This design comes from an exercise in tuning for small area, a short achievable clock period and few clock cycles per item on the open sky130 flow, not from production work.
At most, simulation tests tie the RTL to the original design; equivalence was not proved.
No activity file was given, so power comes from the tool's default toggle rates.

Design onp_calc, start of the top module:
module onp_calc(
    input clk,
    input rst,
    input [3:0] in_data,
    input wr_data,
    output [31:0] result,
    output result_ready
    );
Size: roughly 850 cells after synthesis, ~140 flip-flops, roughly 7500 µm² of cells after synthesis.
==> module onp_calc, before the edit <==
module onp_calc(
    input clk,
    input rst,
    input [3:0] in_data,
    input wr_data,
    output [31:0] result,
    output result_ready
    );
    reg  [23:0] P;
    reg         ps;
    reg  [20:0] S;
    reg  [13:0] M;
    reg         ms;
    reg         szero;    
    reg   [1:0] nic;      
    reg         pmul;     
    reg         rdy;
    reg         init;
    reg t_dig, t_pm, t_sub, t_mul, t_eq, t_lp, t_rp;
    reg x2, x4, x8, xs, y1, y2, yn;
    wire clr = rdy | init;
    wire tv  = t_dig | t_pm | t_mul | t_eq | t_lp | t_rp;
    reg [2:0] fst [0:4];
    wire inh = ~pmul;
    wire [2:0] ftop = fst[0];
    wire f_szero = ftop[2], f_inh = ftop[1], f_ms = ftop[0];
    integer i;
    always @(posedge clk)
        if (t_lp) begin
            fst[0] <= {szero, inh, ms};
            for (i = 1; i < 5; i = i + 1) fst[i] <= fst[i-1];
        end else if (t_rp) begin
            for (i = 0; i < 4; i = i + 1) fst[i] <= fst[i+1];
        end
    reg ps_nx;
    always @* begin
        ps_nx = ps;
        if (clr | t_rp | t_eq) ps_nx = 1'b0;
        else if (t_pm) ps_nx = ms ^ t_sub;
    end
    wire [3:0] d = in_data;
    wire w_dig = wr_data & ~(d[3] & (d[2] | d[1]));
    wire w_as  = wr_data & (d == 4'hA || d == 4'hB || d == 4'hD || d == 4'hF);
    always @(posedge clk) begin
        t_dig <= w_dig;
        t_pm  <= wr_data & (d == 4'hA || d == 4'hB);
        t_mul <= wr_data & (d == 4'hC);
        t_eq  <= wr_data & (d == 4'hD);
        t_lp  <= wr_data & (d == 4'hE);
        t_rp  <= wr_data & (d == 4'hF);
        x2 <= w_dig & (d == 4'd2 || d == 4'd3);
        x4 <= w_dig & (d == 4'd4 || d == 4'd5 || d == 4'd6);
        x8 <= w_dig & (d == 4'd7 || d == 4'd8 || d == 4'd9);
        xs <= w_as;
        y1 <= (w_dig & (d == 4'd1 || d == 4'd3 || d == 4'd5 || d == 4'd9)) | (w_as & ~ps_nx);
        y2 <= w_dig & (d == 4'd6);
        yn <= (w_dig & (d == 4'd7)) | (w_as & ps_nx);
    end
    always @(posedge clk)
        t_sub <= d[0];
    wire [23:0] X = ({24{x2}} & {P[22:0], 1'b0})
                  | ({24{x4}} & {P[21:0], 2'b0})
                  | ({24{x8}} & {P[20:0], 3'b0})
                  | ({24{xs}} & {{3{S[20]}}, S});
    wire [23:0] Y = ({24{y1}} & P)
                  | ({24{y2}} & {P[22:0], 1'b0})
                  | ({24{yn}} & ~P);
    wire [24:0] sum1 = {X, 1'b1} + {Y, yn};
    wire [23:0] sum = sum1[24:1];
    reg [16:0] s0;
    reg [10:0] s1;
    reg [4:0]  s2;
    reg [1:0]  sc;
    reg [7:0]  msave;
    wire push_s = t_lp & ~szero;
    wire pop_s  = t_rp & ~f_szero;
    always @(posedge clk) begin
        if (push_s && sc == 2'd0) s0 <= S[16:0];
        if (push_s && sc == 2'd1) s1 <= S[10:0];
        if (push_s && sc == 2'd2) s2 <= S[4:0];
        if (t_lp & ~inh) msave <= M[7:0];
    end
    wire [16:0] pop_sv = sc == 2'd1 ? s0 : sc == 2'd2 ? {{6{s1[10]}}, s1} : {{12{s2[4]}}, s2};
    always @(posedge clk)
        if (clr) sc <= 2'd0;
        else if (push_s) sc <= sc + 2'd1;
        else if (pop_s) sc <= sc - 2'd1;
    always @(posedge clk or posedge rst)
        if (rst) begin
            rdy <= 1'b0;
            init <= 1'b1;
        end else begin
            init <= 1'b0;
            rdy <= t_eq;
        end
    always @(posedge clk)
        if (clr) begin
            szero <= 1'b1;
            nic <= 2'd0;
            pmul <= 1'b0;
        end else if (tv) begin
            pmul <= t_mul;
            if (t_pm) szero <= 1'b0;
            if (t_lp) begin
                szero <= 1'b1;
                if (~inh) nic <= nic + 2'd1;
            end
            if (t_rp) begin
                szero <= f_szero;
                if (~f_inh) nic <= nic - 2'd1;
            end
        end
    always @(posedge clk) begin
        ps <= ps_nx;
        if (clr) begin
            P <= 24'd1;
            S <= 21'd0;
            M <= 14'd1;
            ms <= 1'b0;
        end else begin
            if (t_dig | t_rp | t_eq) P <= sum;
            if (t_pm) begin
                S <= sum[20:0];
                P <= {{10{M[13]}}, M};
            end
            if (t_lp) begin
                S <= 21'd0;
                if (~inh) M <= P[13:0];
                ms <= ps;
            end
            if (t_rp) begin
                S <= f_szero ? 21'd0 : {{4{pop_sv[16]}}, pop_sv};
                ms <= f_ms;
                if (~f_inh) M <= (nic == 2'd1) ? 14'd1 : {{6{msave[7]}}, msave};
            end
        end
    end
    assign result = {{8{P[23]}}, P};
    assign result_ready = rdy;
endmodule
export LEC_CHECK = 0
export CAP_MARGIN = 20
export CORE_MARGIN = 2
export CORE_UTILIZATION = 40
export CTS_BUF_LIST = sky130_fd_sc_hd__clkbuf_8
export SLEW_MARGIN = 20
create_clock -name core_clock -period 9.0 [get_ports {clk}]
standard.sh (not shown) runs the stock make flow with config.mk's settings and CLKGATE_MAP_FILE= SYNTH_SCRIPT=/design/flow/synth_recipe.tcl, a recipe that flattens the netlist after the stock synthesis.
==> flow/flow/run.sh <==
#!/bin/bash
set -euo pipefail
MARGIN=6.0
bash standard.sh synth > synth.log 2>&1
bash standard.sh SETUP_SLACK_MARGIN=$MARGIN "BUFFER_PORTS_ARGS=-buffer_cell sky130_fd_sc_hd__buf_1" finish > layout.log 2>&1
Testbench counts at the start, summed over its fixed seeds: cycles 30,450, exprs 2,400.
Rerun with:
--- a/flow/design.v
+++ b/flow/design.v
@@ -16,10 +16,9 @@
     reg         pmul;     
     reg         rdy;
     reg         init;
-    reg t_dig, t_pm, t_sub, t_mul, t_eq, t_lp, t_rp;
+    reg t_ps, t_pm, t_sub, t_mul, t_eq, t_lp, t_rp;    
     reg x2, x4, x8, xs, y1, y2, yn;
     wire clr = rdy | init;
-    wire tv  = t_dig | t_pm | t_mul | t_eq | t_lp | t_rp;
     reg [2:0] fst [0:4];
     wire inh = ~pmul;
     wire [2:0] ftop = fst[0];
@@ -42,7 +41,7 @@
     wire w_dig = wr_data & ~(d[3] & (d[2] | d[1]));
     wire w_as  = wr_data & (d == 4'hA || d == 4'hB || d == 4'hD || d == 4'hF);
     always @(posedge clk) begin
-        t_dig <= w_dig;
+        t_ps  <= w_dig | (wr_data & (d == 4'hD || d == 4'hF));
         t_pm  <= wr_data & (d == 4'hA || d == 4'hB);
         t_mul <= wr_data & (d == 4'hC);
         t_eq  <= wr_data & (d == 4'hD);
@@ -98,8 +97,9 @@
             szero <= 1'b1;
             nic <= 2'd0;
             pmul <= 1'b0;
-        end else if (tv) begin
-            pmul <= t_mul;
+        end else begin
+            if (t_mul) pmul <= 1'b1;
+            else if (t_pm | t_lp) pmul <= 1'b0;
             if (t_pm) szero <= 1'b0;
             if (t_lp) begin
                 szero <= 1'b1;
@@ -118,7 +118,7 @@
             M <= 14'd1;
             ms <= 1'b0;
         end else begin
-            if (t_dig | t_rp | t_eq) P <= sum;
+            if (t_ps) P <= sum;
             if (t_pm) begin
                 S <= sum[20:0];
                 P <= {{10{M[13]}}, M};
Effect:
- via count increases by a few percent
- maximum frequency decreases slightly
- final area increases by a few percent
- worst setup slack gets worse by 0.0090 ns
- total power decreases slightly
- global-route usage increases by 1.0 points
- count of clock-buffer cells in the layout decreases by 1
- sequential power decreases slightly
- non-clock buffer count increases by 11
- wire length increases by a little under a tenth
- die area increases by a few percent
- hold slack gets worse by 0.056 ns
The RTL of the second run of this note was laid out without a check of its function.

==> what the ideal ports hide <==
Ports are ideal in the flow. The routed layouts listed here were re-timed in OpenROAD.
Step 1 sets driving cells, clkbuf_16 on the clock port and buf_2 on the other inputs (assumed; they add their load-dependent delay and slew).
Step 2, shift: input delay + t, output delay - t, t = (earliest + latest rising clock arrival at the registers) / 2. This alone moves slack from input paths to output paths.
Three values: ideal ports, drivers, drivers and shift; two values: the first two.
| run | shift t [ns] | setup WS [ns] | clock arrival spread, ns | worst slew at a driven data input, ns |
|---|---|---|---|---|
| the first run | 0.502 | 6.054 / 6.014 / 6.065 | 0.023 / 0.023 | 0.03 |
| the second run | 0.492 | 6.045 / 6.003 / 6.076 | 0.014 / 0.015 | 0.03 |
After both steps setup and hold are still met in every run listed.
